What follows belongs to an exercise in optimizing a design on an open flow for small area and a short achievable clock period; a production flow would make more cautious choices.
Function was checked by simulation only, so behaviour that the tests miss may differ from the original.
No activity file was given, so power comes from the tool's default toggle rates.

==> flow/design.v <==
`timescale 1ns / 1ps
module alu_top(
    input             clk,
    input      [31:0] a,
    input      [31:0] b,
    input      [3:0]  aluc,
    output reg [31:0] r,
    output reg        zero,
    output reg        carry,
    output reg        negative,
    output reg        overflow
);
    reg [31:0] a_q;
    reg [31:0] b_q;
    reg [3:0]  aluc_q;
    wire [31:0] r_w;
    wire zero_w, carry_w, negative_w, overflow_w;
    alu u_alu (
        .a(a_q), .b(b_q), .aluc(aluc_q),
        .r(r_w), .zero(zero_w), .carry(carry_w),
        .negative(negative_w), .overflow(overflow_w)
    );
    always @(posedge clk) begin
        a_q      <= a;
        b_q      <= b;
        aluc_q   <= aluc;
        r        <= r_w;
        zero     <= zero_w;
        carry    <= carry_w;
        negative <= negative_w;
        overflow <= overflow_w;
    end
endmodule

`timescale 1ns / 1ps
module alu( 
input [31:0] a,    
input [31:0] b,    
input [3:0] aluc,  
output reg [31:0] r,  
output reg zero,         
output reg carry,     
output reg negative,    
output reg overflow    
); 
    always @(*) begin
        if(aluc == 4'b1011|| aluc == 4'b1010)
            zero = (a - b == 0 );
        else
            zero = (r == 0);
    end
    always @(*) begin
        case (aluc)
            4'b0000: r = a + b;                
            4'b0010: r = $signed(a) + $signed(b);                
            4'b0001: r = a - b;                
            4'b0011: r = $signed(a) - $signed(b);                
            4'b0100: r = a & b;                
            4'b0101: r = a | b;                
            4'b0110: r = a ^ b;                
            4'b0111: r = ~(a | b);             
            4'b1000: r = {b[15:0], 16'b0};     
            4'b1001: r = {b[15:0], 16'b0};     
            4'b1011: r = ($signed(a) < $signed(b)) ? 1 : 0;      
            4'b1010: r = (a < b) ? 1 : 0;      
            4'b1100: r = $signed(b) >>> a;              
            4'b1110: r = b << a;               
            4'b1111: r = b << a;               
            4'b1101: r = b >> a;               
            default: r = 32'b0;                
        endcase
    end
    always @(*) begin
        case (aluc)
            4'b0000: begin  
                carry = (a + b) < a;   
                overflow = 0;          
                negative = r[31];
            end
            4'b0010: begin  
                carry = 0;   
                overflow = (a[31] == b[31]) && (r[31] != a[31]);  
                negative = r[31];       
            end
            4'b0001: begin  
                carry = (a < b);       
                overflow = 0;          
                negative = r[31];
            end
            4'b0011: begin  
                carry = 0;       
                overflow = (a[31] != b[31]) && (r[31] != a[31]);  
                negative = r[31];       
            end
            4'b0100: begin  
                carry = 0;              
                overflow = 0;           
                negative = r[31];       
            end
            4'b0101: begin  
                carry = 0;              
                overflow = 0;           
                negative = r[31];       
            end
            4'b0110: begin  
                carry = 0;              
                overflow = 0;           
                negative = r[31];       
            end
            4'b0111: begin  
                carry = 0;              
                overflow = 0;           
                negative = r[31];       
            end
            4'b1000: begin  
                carry = 0;              
                overflow = 0;           
                negative = r[31];           
            end
            4'b1001: begin  
                            carry = 0;              
                            overflow = 0;           
                            negative = r[31];           
                        end
            4'b1011: begin  
                carry = 0;              
                overflow = 0;           
                negative = ($signed(a) < $signed(b)) ? 1 : 0;  
            end
            4'b1010: begin  
                carry = (a < b) ? 1 : 0;
                overflow = 0;           
                negative = r[31];           
            end
            4'b1100: begin  
            if(a==0)
                carry = 0;
            else if(a > 32)
                carry = 0;                  
            else
                carry = b[a-1];             
                overflow = 0;           
                negative = r[31];       
            end
            4'b1110: begin  
            if(a==0)
                carry = 0;
            else if(a > 32)
                carry = 0;                
            else
                carry = b[32-a];          
                overflow = 0;           
                negative = r[31];       
            end
            4'b1111: begin  
            if(a==0)
                carry = 0;
            else if(a > 32)
                carry = 0;                
            else
                carry = b[32-a];          
                overflow = 0;           
                negative = r[31];       
                        end
            4'b1101: begin  
            if(a==0)
                carry = 0;
            else if(a > 32)
                carry = 0;                
            else
                carry = b[a-1];           
                overflow = 0;           
                negative = r[31];           
            end
            default: begin
                carry = 0;
                overflow = 0;
                negative = 0;
            end
        endcase
    end
endmodule
==> flow/run.sh <==
#!/bin/bash
# synth_recipe.tcl (not shown) runs the flow's synth.tcl, then flattens the netlist and writes it again
# the make line also repeats each setting of config.mk as NAME=value (left out here)
make -C /OpenROAD-flow-scripts/flow DESIGN_CONFIG=/design/flow/config.mk WORK_HOME=/design/flow/orfs CLKGATE_MAP_FILE= SYNTH_SCRIPT=/design/flow/synth_recipe.tcl finish
==> flow/config.mk <==
export PLATFORM = sky130hd
export DESIGN_NAME = alu_top
export DESIGN_NICKNAME = alu_top
export VERILOG_FILES = /design/flow/design.v
export SDC_FILE = /design/flow/constraint.sdc
export NUM_CORES = 4
export LEC_CHECK = 0
export CAP_MARGIN = 20
export CORE_MARGIN = 2
export CORE_UTILIZATION = 40
export SLEW_MARGIN = 20
==> flow/constraint.sdc <==
create_clock -name core_clock -period 6.0 [get_ports {clk}]
set_input_delay 1.2000 -clock core_clock [delete_from_list [all_inputs] [get_ports {clk}]]
set_output_delay 1.2000 -clock core_clock [all_outputs]
set_load 0.01 [all_outputs]
==> flow_summary.toml <==
[drt]
antenna_left = 0
drt-initial-drc-count = 2937
via_count = 18190
drc = 0
wire_per_inst_um = 35.2
drt-vias-per-instance = 7.07
wirelength_um = 90500
firstDrtPassIters = 6

[yosys]
synth_cell_types = 95
yosysSeqAreaShare = 0.131
synth-edff-count = 0
synth-main-ff-cell = "dfxtp_1"
yosys_warnings = 2
ys_async_sr_fraction = 0
avgSynthCellArea_um2 = 7.94
synth_nets = 2198
syn_inst = 1998
ys_ff_latch = 104
syn-cell-area_um2 = 15900

[worst_setup_path]
crit_start = "a_q[2]"
r2r.worst_path.cells = 12
r2r_setup_slack_ns = 0.35
crit_arrival_ns = 5.97
worstPathMaxFanout = 62
reg2reg_to = "zero"
critical_path_class = "flop to flop"
crit_end = "zero"
r2r-start = "a_q[2]"
critPathRequiredTime_ns = 6.32
cp-start-kind = "flop"
endpoint_kind = "flop"

[layout]
utilization = 0.461
diodes = 0
drive_gt1_frac = 0.137
fin_nets = 2250
fin_cells = 2573
final_design_area_no_fill_um2 = 17900
synthToLayoutAreaGrowth_pct = 13.2

[grt]
grt_overflow = 0
grt_max_degree = 70
grt_use_total = 0.430
grt_pass1_wl_um = 127000
grt_pass1_vias = 17013
antenna_found_initial = 3

[clock_tree]
numCtsBuffers = 9
htree_levels = 3
cts.path.max_buffers = 2
cts_setup_buffers = 0
cts_root_buf = "clkbuf_16"
cts-resized-gates = 0
cts.clk_slew.worst_paths_ns = 0.09
cts_hold_buf = 0
insertion_delay_ns = 0.42
cts_sinks = 104
cts_tree = "yes"

[timing]
setup_slack_ns = 0.346
worst_slew_pin_slew_ns = 1.22
max-slew-margin-rel = 0.174
fin_crit_sh = 0.942
hold_ws_ns = 0.899
skew_ns = 0.0245
tns_ns = 0
grt_setup_unrepaired = "no"
finalHoldViolations = 0
fmax_ghz = 0.177
finalSetupViolCount = 0
period_needed_ns = 5.65
slew_viol_final = 0

[floorplan]
initial_core_util = 0.407
core_um2 = 38900
rows = 72
die_area_um2 = 41200
fp.dieW_um = 203
ios = 105
die_h_um = 203

[placed_design]
placed_cell_area_um2 = 17600
place_ws_ns = 0.768
numPortBuffers = 104
place_congestion = 1.11
dp.cells = 2557
dpl.hpwl_um = 70600

[status]
outcome = "complete, no violations"

[power]
power_density_nw_per_um2 = 181
total_power_mw = 3.25
ir_worst_vdd_mv = 0.220
p_leak_nw = 7.25

[run]
drv_cap = 0

[hold_path]
min_path_type = "flop to flop"
==> placed cells by master (no fill, tap or decap), types with 14 or more instances in the layout <==
cell	count
nor3_1	42
a21oi_1	114
a21o_1	14
dfxtp_1	98
a221oi_1	15
xnor2_1	78
nand2b_1	26
clkdlybuf4s50_1	104
nor2_1	162
nand3_1	57
nand4_1	21
mux2_2	28
buf_4	107
a211oi_1	39
ha_1	129
nor2b_1	27
or2_2	17
mux4_2	76
mux2i_1	102
xor2_1	18
nand2_1	149
o22ai_1	14
inv_1	115
nor4_1	30
a31oi_1	26
o21ai_0	96
o211ai_1	28
==> synth_stat cells (21+ instances only) <==
master	number	area (um2)
mux4_2	76	1710
o21ai_0	96	480
buf_2	41	205
a21oi_1	114	571
dfxtp_1	104	2080
nor4_1	31	194
nand2_1	149	559
nand2b_1	26	163
clkbuf_1	96	360
o211ai_1	28	210
a211oi_1	39	293
a31oi_1	26	163
xnor2_1	78	683
nor3_1	43	215
nand4_1	21	131
mux2i_1	102	1020
nor2b_1	27	169
mux2_2	28	315
nand3_1	57	285
nor2_1	162	608
inv_1	116	435
ha_1	129	1610
==> worst max-delay path, stage by stage (launching register included) <==
cell and delay (ns):
dfxtp_4 0.54, buf_12 0.34, mux4_2 0.55, mux2i_1 0.63, a31oi_1 0.21, o311ai_0 1.06
a31oi_1 0.32, or4_1 0.66, nor4_2 0.33, nand4_1 0.27, nor4b_2 0.40, nand2_1 0.09
o31ai_1 0.08
==> registers in the layout, indices dropped and copies added, names as in the netlist <==
name and cells:
overflow 1, r 32, a_q 32, aluc_q 4
b_q 32, negative 1, carry 1, zero 1
==> how the worst min path moves through the flow <==
stage            start        to  cells past startpoint
3_5_place_dp    a_q[2]      r[1]                      2
2_1_floorplan  a_q[31]  overflow                      2
4_1_cts         a_q[2]      r[1]                      2
5_1_grt         a_q[2]      r[1]                      2
3_3_place_gp    a_q[2]      r[1]                      2
6_report        a_q[2]      r[1]                      2
==> metal layers <==
metal  global-route usage  wire length, um  up-vias
met5                    0                0        -
met4                0.297             7550        0
met3                0.100            10300      329
met2                0.622            37100     1500
met1                0.566            35500     8766
li1                     -                -     7595
==> final cells by class <==
cell class                      instances  area [um2]
Multi-Input combinational cell       1601       12600
Clock buffer                            9         225
Timing Repair Buffer                  213        1880
Clock inverter                          7        76.3
Sequential cell                       104        2100
Fill cell                            3978       21000
Inverter                              121         454
Tap cell                              518         648
==> cell families after synthesis <==
family	synth area share
simple gates	0.188
compound gates	0.251
buf+inv	0.0779
mux	0.195
fa+ha+maj	0.104
flops	0.131
xor+xnor	0.0530
==> power breakdown <==
part | internal, mW | switching (mW)
sequential | 0.749 | 0.0723
clock | 0.329 | 0.343
combinational | 0.668 | 1.09
total | 1.75 | 1.50

separate check: timing with driven ports:
The flow's constraints put no driver on any port. The routed layout listed below was extracted and timed again, unchanged, in two steps. Step 1 assumes that a clkbuf_16 drives the clock port and a buf_2 every other input. Step 2, shift: input delay + t, output delay - t, t = (earliest + latest rising clock arrival at the registers) / 2. This alone moves slack from input paths to output paths. a / b / c = ideal ports / drivers / drivers and shift; a / b = the first two.
t, ns: 0.461
setup slack, ns: 0.346 / 0.346 / 0.346
latest minus earliest clock arrival (ns): 0.025 / 0.024
After both steps this run still meets setup and hold. The setup slack of this run moves by 0.000 ns with the drivers and by 0.000 ns with both steps.
